Context: an optimization exercise on an open-source flow, tuned for small area and a short achievable clock period. The choices shown serve that exercise and are no tape-out recipe.
Only simulation tests tie the RTL to the original design; equivalence was not proved.

==> v29: inputs <==
## cordic
module cordic (
    input  wire        clk,
    input  wire        rst,
    input  wire        valid_i,
    input  wire signed [16:0] x_i,
    input  wire signed [16:0] y_i,
    output wire        valid_o,
    output wire signed [16:0] x_o,
    output wire signed [16:0] y_o
    );
    reg [15:0] vp;
    always @(posedge clk)
        if (rst) vp <= 16'd0;
        else     vp <= {vp[14:0], valid_i};
    assign valid_o = vp[15];
    wire [16:0] ax, ay;
    assign ax = x_i[16] ? -x_i : x_i;
    assign ay = y_i[16] ? -y_i : y_i;
    reg [16:0] rx_a, ry_a;
    reg rd_a;
    always @(posedge clk) begin rx_a <= ax; ry_a <= ay; rd_a <= |y_i[15:0]; end
    wire [16:0] x0, y0, xs0, ys0, nx0, ny0;
    wire d0;
    assign x0 = rx_a; assign y0 = ry_a;
    assign d0 = rd_a;
    assign xs0 = x0;
    assign ys0 = y0;
    wire [16:0] nx0_b = ys0 ^ {17{1'b0}};
    wire [16:0] nx0_s;
    wire [17:0] nx0_s_p, nx0_s_g;
    assign nx0_s_g[0] = 1'b0;
    assign nx0_s_p[0] = 1'b0;
    assign nx0_s_p[1] = x0[0] ^ nx0_b[0];
    assign nx0_s_g[1] = x0[0] & nx0_b[0];
    assign nx0_s_p[2] = x0[1] ^ nx0_b[1];
    assign nx0_s_g[2] = x0[1] & nx0_b[1];
    assign nx0_s_p[3] = x0[2] ^ nx0_b[2];
    assign nx0_s_g[3] = x0[2] & nx0_b[2];
    assign nx0_s_p[4] = x0[3] ^ nx0_b[3];
    assign nx0_s_g[4] = x0[3] & nx0_b[3];
    assign nx0_s_p[5] = x0[4] ^ nx0_b[4];
    assign nx0_s_g[5] = x0[4] & nx0_b[4];
    assign nx0_s_p[6] = x0[5] ^ nx0_b[5];
    assign nx0_s_g[6] = x0[5] & nx0_b[5];
    assign nx0_s_p[7] = x0[6] ^ nx0_b[6];
    assign nx0_s_g[7] = x0[6] & nx0_b[6];
    assign nx0_s_p[8] = x0[7] ^ nx0_b[7];
    assign nx0_s_g[8] = x0[7] & nx0_b[7];
    assign nx0_s_p[9] = x0[8] ^ nx0_b[8];
    assign nx0_s_g[9] = x0[8] & nx0_b[8];
    assign nx0_s_p[10] = x0[9] ^ nx0_b[9];
    assign nx0_s_g[10] = x0[9] & nx0_b[9];
    assign nx0_s_p[11] = x0[10] ^ nx0_b[10];
    assign nx0_s_g[11] = x0[10] & nx0_b[10];
    assign nx0_s_p[12] = x0[11] ^ nx0_b[11];
    assign nx0_s_g[12] = x0[11] & nx0_b[11];
    assign nx0_s_p[13] = x0[12] ^ nx0_b[12];
    assign nx0_s_g[13] = x0[12] & nx0_b[12];
    assign nx0_s_p[14] = x0[13] ^ nx0_b[13];
  ...
clock: 4.6 ns
lec_check: 0
abc_area: 1
cap_margin: 20
core_margin: 2
core_utilization: 40
setup_slack_margin: 2.2
slew_margin: 20
standard.sh (not shown) runs the stock make flow with config.mk's settings and CLKGATE_MAP_FILE= SYNTH_SCRIPT=/design/flow/synth_recipe.tcl, a recipe that flattens the netlist after the stock synthesis.
==> flow/flow/run.sh <==
#!/bin/bash
# The standard layout (standard.sh: ORFS from synthesis to the final layout), with one change:
# ADDER_MAP_FILE is empty, so ORFS's synthesis skips Yosys's full/half adder extraction and abc maps
# the adders' logic like the rest. Everything else, including the registers, is the standard flow.
set -euo pipefail
cd "$(dirname "$0")/.."
export ADDER_MAP_FILE=
bash standard.sh > standard.log 2>&1
==> inputs of v13, as changes to v29 <==
==> flow/run.sh (new file) <==
#!/bin/bash
# synth_recipe.tcl (not shown) runs the flow's synth.tcl, then flattens the netlist and writes it again
# the make line also repeats each setting of config.mk as NAME=value (left out here)
make -C /OpenROAD-flow-scripts/flow DESIGN_CONFIG=/design/flow/config.mk WORK_HOME=/design/flow/orfs CLKGATE_MAP_FILE= SYNTH_SCRIPT=/design/flow/synth_recipe.tcl finish
Settings changed: SETUP_SLACK_MARGIN 2.2 to 2.0.
removed: flow/flow/run.sh
removed: flow/standard.sh
==> notes <==
Flip-flop and latch count is the same in v29 and v13.
Between v13 and v29, the lower sequential share of layout area is in v13 (gap 0.87 points).
Of v13 and v29, v13 has the higher cell area (gap 3.5%, measured against v29).
Of v13 and v29, v29 has the higher die area (gap about 4%, measured against v29).
Of v13 and v29, v29 has the higher global-route usage (gap 0.93 points).
In v29 the non-clock buffer count is lower than in v13, by 107.
Of v13 and v29, v29 has the higher fmax (gap 20%, measured against v29).
In v29 the count of clock-buffer cells in the layout is lower than in v13, by 10.
Between v29 and v13, the lower wire length is in v13 (gap 12%, measured against v13).
Of v29 and v13, v29 has the higher register-to-register slack (gap 0.58 ns).

-- re-timing with driven ports --
The results above use ideal ports. As a check the final layouts listed here were re-extracted and re-timed, cells and wires unchanged.
Step 1: set_driving_cell puts a clkbuf_16 on clk and a buf_2 on each other input, an assumption about the parent block.
Step 2 also shifts input and output timing later by t, the mid clock arrival at the registers, as if the neighbouring blocks saw the same clock.
Slacks: ideal / step 1 / step 2; pairs: ideal / step 1.
run	shift t [ns]	slack for setup (ns)	worst slew at a driven data input, ns
v29	0.673	2.295 / 2.304 / 1.661	0.05
v13	0.677	1.717 / 1.717 / 1.717	0.05
After both steps every run listed still meets setup and hold. For v29, which loses most, drivers alone change the setup slack by +0.009 ns; drivers and shift together by -0.634 ns.
